What follows belongs to an exercise in optimizing a design on an open flow for small area and a short achievable clock period; a production flow would make more cautious choices. In this exercise RTL edits were held to simulation tests only and were not proved equivalent to the original. No activity file was given, so power comes from the tool's default toggle rates.

== job 1321 ==
## work_zyq
module work_zyq(CLK,rst,keystat,dataout);
	input CLK;
	input rst;
	input [4:0]keystat;
	output [31:0]dataout;
	reg [31:0]dataout;
	reg [14:0]first;       
	reg [2:0]preop;        
	reg [4:0]prestat;      
	wire is_add = preop == 3'b110;
	wire is_sub = preop == 3'b111;
	wire is_mul = preop == 3'b100;
	wire is_div = preop == 3'b101;
	wire is_none = ~preop[2];
	wire [14:0] second;
	zq_v4 uv(.d(dataout[15:0]), .v(second));
	wire subm = preop[0];
	wire [14:0] u;
	wire uco;              
	zq_rca #(15) uas(.a(first), .b(second ^ {15{subm}}), .ci(subm), .s(u), .co(uco));
	wire gt = uco & |u;
	wire [14:0] mag;       
	zq_cneg #(15) uneg(.x(u), .n(subm & ~uco), .y(mag));
	wire [15:0] sum = {uco, mag};
	wire [28:0] prod;
	zq_mul15 umul(.a(first), .b(second & {15{is_mul}}), .p(prod));
	wire [14:0] quo;
	zq_div15 udiv(.n(first), .d(second), .q(quo));
	wire [28:0] ans = ({29{is_add}} & {13'd0, uco, 15'd0}) |
	                  ({29{is_add | is_sub}} & {14'd0, mag}) |
	                  prod |
	                  ({29{is_div}} & {14'd0, quo}) |
	                  29'd0;    
	wire [31:0] bcd;
	zq_bcd29 ubcd(.b(ans), .d(bcd));
	wire neg = is_sub & ~gt;
	wire [4:0] nz;         
	assign nz[0] = |bcd[3:0];
	assign nz[1] = |bcd[7:4];
	assign nz[2] = |bcd[11:8];
	assign nz[3] = |bcd[15:12];
	assign nz[4] = |bcd[19:16];
	wire [5:1] sgn;
	assign sgn[1] = neg & ~|nz[4:1];
	assign sgn[2] = neg & nz[1] & ~|nz[4:2];
	assign sgn[3] = neg & nz[2] & ~|nz[4:3];
	assign sgn[4] = neg & nz[3] & ~nz[4];
	assign sgn[5] = neg & nz[4];
	wire dz = is_div & ~|second;
	wire [31:0] res = bcd | {8'd0, {4{sgn[5]}}, {4{sgn[4]}}, {4{sgn[3]}}, {4{sgn[2]}}, {4{sgn[1]}}, 4'd0};
  ...
Size in the first run: ~39 I/O pins.
clock: 220.0 ns
lec_check: 0
cap_margin: 20
core_margin: 2
core_utilization: 75
cts_buf_list: sky130_fd_sc_hd__clkbuf_8
place_density: 0.88
slew_margin: 20
standard.sh (not shown) runs the stock make flow with config.mk's settings and CLKGATE_MAP_FILE= SYNTH_SCRIPT=/design/flow/synth_recipe.tcl, a recipe that flattens the netlist after the stock synthesis.
==> flow/flow/run.sh <==
#!/bin/bash
# Own layout flow: the standard synthesis and layout, except that
#  - Yosys skips the quick ABC pass inside synth (-noabc), extracts full/half adder
#    cells only in the modules listed in flow/fa_modules.txt (kept apart until mapping,
#    then flattened like the rest), and maps the logic with the area-oriented ABC script
#    in flow/abc.script (no gate upsizing); the modules in flow/fast_modules.txt (the key
#    decoder zq_ctl) are mapped with ORFS's speed script;
#  - no buffers for module pass-through wires (modules are flattened after mapping);
#  - port buffers are buf_2 cells;
#  - the resizer's repair_timing aims at the slack in flow/margin.txt (the SDC's clock is
#    unchanged).
# Each tool's full output goes to a log file in the work folder.
set -euo pipefail
WORK=$(pwd)
FL=$WORK/flow
MARGIN=$(cat "$FL/margin.txt")
FAMODS=$(cat "$FL/fa_modules.txt")
FASTMODS=$(cat "$FL/fast_modules.txt")

sed -e "s#^source \$::env(SCRIPTS_DIR)/synth_preamble.tcl#source \$::env(SCRIPTS_DIR)/synth_preamble.tcl\nset abc_fast \$abc_args\nset abc_args [lreplace \$abc_args 1 1 $FL/abc.script]#" \
    -e "s#^  extract_fa {\*}\[dont_use_extract_fa_args\]\$#  extract_fa {*}[dont_use_extract_fa_args] $FAMODS#" \
    -e "s#^  log_cmd abc {\*}\$abc_args\$#  log_cmd abc {*}\$abc_fast $FASTMODS\n  log_cmd abc {*}\$abc_args \$::env(DESIGN_NAME) $FAMODS#" \
  "$FLOW_HOME/scripts/synth.tcl" > "$WORK/own_synth.tcl"
grep -q "lreplace \$abc_args 1 1" "$WORK/own_synth.tcl"
grep -q "abc_fast $FASTMODS" "$WORK/own_synth.tcl"
grep -q "extract_fa {\*}\[dont_use_extract_fa_args\] $FAMODS" "$WORK/own_synth.tcl"
sed "s#\$::env(SCRIPTS_DIR)/synth.tcl#$WORK/own_synth.tcl#" "$WORK/synth_recipe.tcl" > "$WORK/own_synth_recipe.tcl"
grep -q "own_synth.tcl" "$WORK/own_synth_recipe.tcl"
sed "s#SYNTH_SCRIPT=[^ ]*#SYNTH_SCRIPT=$WORK/own_synth_recipe.tcl#" "$WORK/standard.sh" > "$WORK/own_synth.sh"
grep -q "own_synth_recipe.tcl" "$WORK/own_synth.sh"

SYNTH_KEEP_MODULES="$FASTMODS $FAMODS" SYNTH_ARGS=-noabc SYNTH_INSBUF=0 bash "$WORK/own_synth.sh" synth > "$WORK/synth.log" 2>&1
export BUFFER_PORTS_ARGS="-buffer_cell sky130_fd_sc_hd__buf_2"
export SETUP_SLACK_MARGIN=$MARGIN
bash "$WORK/standard.sh" > "$WORK/layout.log" 2>&1
test -f "$WORK/out/final.def"
==> flow/flow/abc.script <==
strash
dch
amap
topo
==> flow/flow/fa_modules.txt <==
zq_mul15
==> flow/flow/fast_modules.txt <==
zq_ctl
==> flow/flow/margin.txt <==
174.6
Setup changes, job 1321 to job 9432
Settings: a change of CORE_UTILIZATION from 75 to 40; a deleted PLACE_DENSITY that had been 0.88.
-- flow/flow/run.sh --
<<< job 1321, line 8
#  - no buffers for module pass-through wires (modules are flattened after mapping);
#  - port buffers are buf_2 cells;
#  - the resizer's repair_timing aims at the slack in flow/margin.txt (the SDC's clock is
#    unchanged).
# Each tool's full output goes to a log file in the work folder.
set -euo pipefail
WORK=$(pwd)
FL=$WORK/flow
MARGIN=$(cat "$FL/margin.txt")
FAMODS=$(cat "$FL/fa_modules.txt")
FASTMODS=$(cat "$FL/fast_modules.txt")
>>> job 9432, line 8
#  - no buffers for module pass-through wires (modules are flattened after mapping);
#  - port buffers are buf_2 cells;
#  - the resizer's repair_timing in each stage aims at the slack given for that stage in
#    flow/margins.txt (the SDC's clock is unchanged).
# Each tool's full output goes to a log file in the work folder.
set -euo pipefail
WORK=$(pwd)
FL=$WORK/flow
FAMODS=$(cat "$FL/fa_modules.txt")
FASTMODS=$(cat "$FL/fast_modules.txt")
<<< job 1321, line 32
SYNTH_KEEP_MODULES="$FASTMODS $FAMODS" SYNTH_ARGS=-noabc SYNTH_INSBUF=0 bash "$WORK/own_synth.sh" synth > "$WORK/synth.log" 2>&1
export BUFFER_PORTS_ARGS="-buffer_cell sky130_fd_sc_hd__buf_2"
export SETUP_SLACK_MARGIN=$MARGIN
bash "$WORK/standard.sh" > "$WORK/layout.log" 2>&1
test -f "$WORK/out/final.def"
>>> job 9432, line 31
SYNTH_KEEP_MODULES="$FASTMODS $FAMODS" SYNTH_ARGS=-noabc SYNTH_INSBUF=0 bash "$WORK/own_synth.sh" synth > "$WORK/synth.log" 2>&1
export BUFFER_PORTS_ARGS="-buffer_cell sky130_fd_sc_hd__buf_2"
# the layout in stages, each stage's repair_timing with its own margin from
# flow/margins.txt (lines: stage margin)
: > "$WORK/layout.log"
while read -r STAGE M; do
  [[ -z "$STAGE" ]] && continue
  SETUP_SLACK_MARGIN=$M bash "$WORK/standard.sh" $STAGE >> "$WORK/layout.log" 2>&1 < /dev/null
done < "$FL/margins.txt"
bash "$WORK/standard.sh" >> "$WORK/layout.log" 2>&1
test -f "$WORK/out/final.def"
==> flow/flow/margins.txt (new file) <==
floorplan 0
place 0
cts 174.6
grt 174.6
removed: flow/flow/margin.txt
==> comparison <==
Count of fill cells added during filler insertion went up by more than 100% going from job 1321 to job 9432.
The total via count after detailed routing of job 9432 was superior to that of job 1321.
Summary of job 9432 over job 1321: net count after synthesis level, number of clock buffer instances in the layout level, die area moved up, global-route usage moved down.
Per the comparison of job 9432 with job 1321, final number of setup-violating endpoints has remained practically unchanged; maximum frequency from static timing analysis essentially unchanged.
Job 1321 leaves more setup margin than job 9432.
Routed wire in job 9432 totals less than in job 1321.
Input-level comparison between job 9571 and job 9432:
Settings: SLEW_MARGIN now 0, was 20; CAP_MARGIN now 0, was 20; CTS_BUF_LIST no longer set, was sky130_fd_sc_hd__clkbuf_8.
==> flow/flow/run.sh <==
#!/bin/bash
# Own layout flow: the standard synthesis and layout, except that
#  - Yosys skips the quick ABC pass inside synth (-noabc), extracts full/half adder
#    cells only in the modules listed in flow/fa_modules.txt (kept apart until mapping,
#    then flattened like the rest), and maps the logic with the area-oriented ABC script
#    in flow/abc.script (no gate upsizing); the next-state module zq_ctl is mapped with
#    ORFS's speed script;
#  - no buffers for module pass-through wires (modules are flattened after mapping);
#  - port buffers are buf_2 cells;
#  - the resizer's repair_timing aims at the slack in flow/margin.txt (the SDC's clock is
#    unchanged).
# Each tool's full output goes to a log file in the work folder.
set -euo pipefail
WORK=$(pwd)
FL=$WORK/flow
MARGIN=$(cat "$FL/margin.txt")
FAMODS=$(cat "$FL/fa_modules.txt")

sed -e "s#^source \$::env(SCRIPTS_DIR)/synth_preamble.tcl#source \$::env(SCRIPTS_DIR)/synth_preamble.tcl\nset abc_fast \$abc_args\nset abc_args [lreplace \$abc_args 1 1 $FL/abc.script]#" \
    -e "s#^  extract_fa {\*}\[dont_use_extract_fa_args\]\$#  extract_fa {*}[dont_use_extract_fa_args] $FAMODS#" \
    -e "s#^  log_cmd abc {\*}\$abc_args\$#  log_cmd abc {*}\$abc_fast zq_ctl\n  log_cmd abc {*}\$abc_args \$::env(DESIGN_NAME) $FAMODS#" \
  "$FLOW_HOME/scripts/synth.tcl" > "$WORK/own_synth.tcl"
grep -q "lreplace \$abc_args 1 1" "$WORK/own_synth.tcl"
grep -q "abc_fast zq_ctl" "$WORK/own_synth.tcl"
grep -q "extract_fa {\*}\[dont_use_extract_fa_args\] $FAMODS" "$WORK/own_synth.tcl"
sed "s#\$::env(SCRIPTS_DIR)/synth.tcl#$WORK/own_synth.tcl#" "$WORK/synth_recipe.tcl" > "$WORK/own_synth_recipe.tcl"
grep -q "own_synth.tcl" "$WORK/own_synth_recipe.tcl"
sed "s#SYNTH_SCRIPT=[^ ]*#SYNTH_SCRIPT=$WORK/own_synth_recipe.tcl#" "$WORK/standard.sh" > "$WORK/own_synth.sh"
grep -q "own_synth_recipe.tcl" "$WORK/own_synth.sh"

SYNTH_KEEP_MODULES="zq_ctl $FAMODS" SYNTH_ARGS=-noabc SYNTH_INSBUF=0 bash "$WORK/own_synth.sh" synth > "$WORK/synth.log" 2>&1
export BUFFER_PORTS_ARGS="-buffer_cell sky130_fd_sc_hd__buf_2"
export SETUP_SLACK_MARGIN=$MARGIN
bash "$WORK/standard.sh" > "$WORK/layout.log" 2>&1
test -f "$WORK/out/final.def"
==> flow/flow/margin.txt (new file) <==
174.6
removed: flow/flow/fast_modules.txt
removed: flow/flow/margins.txt
## What came out
Between job 9432 and job 9571, the flow reports design area increasing slightly. From job 9432 to job 9571 the numbers moved as follows: number of signal-net inverters in the final layout now sits higher; antenna diode count now sits lower; wire length of the first global-routing pass now sits lower; number of setup buffers added after CTS now sits higher; combined buffer and inverter count along the critical path now sits higher. Job 9432 → job 9571: clock insertion delay at the later pin of the skew report went down; standard-cell row count did not really move; wire length reported by the detailed router did not really move. Net load switching power was higher in job 9571 than in job 9432. Part of the total power dissipated in the clock network: job 9571 vs job 9432 up 2.0 points.
Here is what was changed in the inputs of job 9100 compared with job 9571.
Settings: changing SLEW_MARGIN from 0 to 20; changing CORE_UTILIZATION from 40 to 65; changing CAP_MARGIN from 0 to 20; setting PLACE_DENSITY to 0.8 for the first time.
==> flow/flow/run.sh <==
#!/bin/bash
# Own layout flow: the standard synthesis and layout, except that
#  - Yosys skips the quick ABC pass inside synth (-noabc), extracts full/half adder
#    cells only in the modules listed in flow/fa_modules.txt (kept apart until mapping,
#    then flattened like the rest), and maps the logic with the area-oriented ABC script
#    in flow/abc.script (no gate upsizing); the modules in flow/fast_modules.txt (the key
#    decoder zq_ctl) are mapped with ORFS's speed script;
#  - no buffers for module pass-through wires (modules are flattened after mapping);
#  - port buffers are buf_2 cells;
#  - the resizer's repair_timing aims at the slack in flow/margin.txt (the SDC's clock is
#    unchanged).
# Each tool's full output goes to a log file in the work folder.
set -euo pipefail
WORK=$(pwd)
FL=$WORK/flow
MARGIN=$(cat "$FL/margin.txt")
FAMODS=$(cat "$FL/fa_modules.txt")
FASTMODS=$(cat "$FL/fast_modules.txt")

sed -e "s#^source \$::env(SCRIPTS_DIR)/synth_preamble.tcl#source \$::env(SCRIPTS_DIR)/synth_preamble.tcl\nset abc_fast \$abc_args\nset abc_args [lreplace \$abc_args 1 1 $FL/abc.script]#" \
    -e "s#^  extract_fa {\*}\[dont_use_extract_fa_args\]\$#  extract_fa {*}[dont_use_extract_fa_args] $FAMODS#" \
    -e "s#^  log_cmd abc {\*}\$abc_args\$#  log_cmd abc {*}\$abc_fast $FASTMODS\n  log_cmd abc {*}\$abc_args \$::env(DESIGN_NAME) $FAMODS#" \
  "$FLOW_HOME/scripts/synth.tcl" > "$WORK/own_synth.tcl"
grep -q "lreplace \$abc_args 1 1" "$WORK/own_synth.tcl"
grep -q "abc_fast $FASTMODS" "$WORK/own_synth.tcl"
grep -q "extract_fa {\*}\[dont_use_extract_fa_args\] $FAMODS" "$WORK/own_synth.tcl"
sed "s#\$::env(SCRIPTS_DIR)/synth.tcl#$WORK/own_synth.tcl#" "$WORK/synth_recipe.tcl" > "$WORK/own_synth_recipe.tcl"
grep -q "own_synth.tcl" "$WORK/own_synth_recipe.tcl"
sed "s#SYNTH_SCRIPT=[^ ]*#SYNTH_SCRIPT=$WORK/own_synth_recipe.tcl#" "$WORK/standard.sh" > "$WORK/own_synth.sh"
grep -q "own_synth_recipe.tcl" "$WORK/own_synth.sh"

SYNTH_KEEP_MODULES="$FASTMODS $FAMODS" SYNTH_ARGS=-noabc SYNTH_INSBUF=0 bash "$WORK/own_synth.sh" synth > "$WORK/synth.log" 2>&1
export BUFFER_PORTS_ARGS="-buffer_cell sky130_fd_sc_hd__buf_2"
export SETUP_SLACK_MARGIN=$MARGIN
bash "$WORK/standard.sh" > "$WORK/layout.log" 2>&1
test -f "$WORK/out/final.def"
==> flow/flow/fast_modules.txt (new file) <==
zq_ctl
[summary]
Compared job 9100 against job 9571; register share of total power within noise.
Number of gates resized after cts delta for job 9100 relative to job 9571: 1 lower
Lower count of cell instances traversed by the critical path goes to job 9100 over job 9571.
Job 9100 -> job 9571: clock buffer count delta 0, exact match
Changes observed in job 9100 relative to job 9571: final antenna diode count shows an increase of 1, sequential share of layout area shows no meaningful change.
Job 9100 ended with less instance area at placement than job 9571.
On global-route wire length before repair: job 9100 sits below job 9571.

==> separate check: timing with driven ports <==
Ports are ideal in the flow. The routed layouts listed here were re-timed in OpenROAD. Step 1 sets driving cells, clkbuf_16 on the clock port and buf_2 on the other inputs (assumed; they add their load-dependent delay and slew). Step 2 times the ports against the registers' clock, not the clock port: input delays grow and output delays shrink by t, the midpoint of the rising clock arrivals with the driver on. a / b / c = no drivers / after step 1 / after step 2; a / b = the first two.
run	shift t [ns]	setup slack, ns	slew at the worst register clock pin (ns)
job 1321	0.357	174.659 / 174.671 / 174.314	0.11 / 0.11
job 9432	0.364	174.618 / 174.639 / 174.275	0.12 / 0.12
job 9571	0.340	174.612 / 174.639 / 174.299	0.08 / 0.08
job 9100	0.338	174.641 / 174.655 / 174.317	0.08 / 0.08
After both steps setup and hold are still met in every run listed. The setup slack of job 1321, which loses most, moves by +0.012 ns with the drivers and by -0.345 ns with both steps.
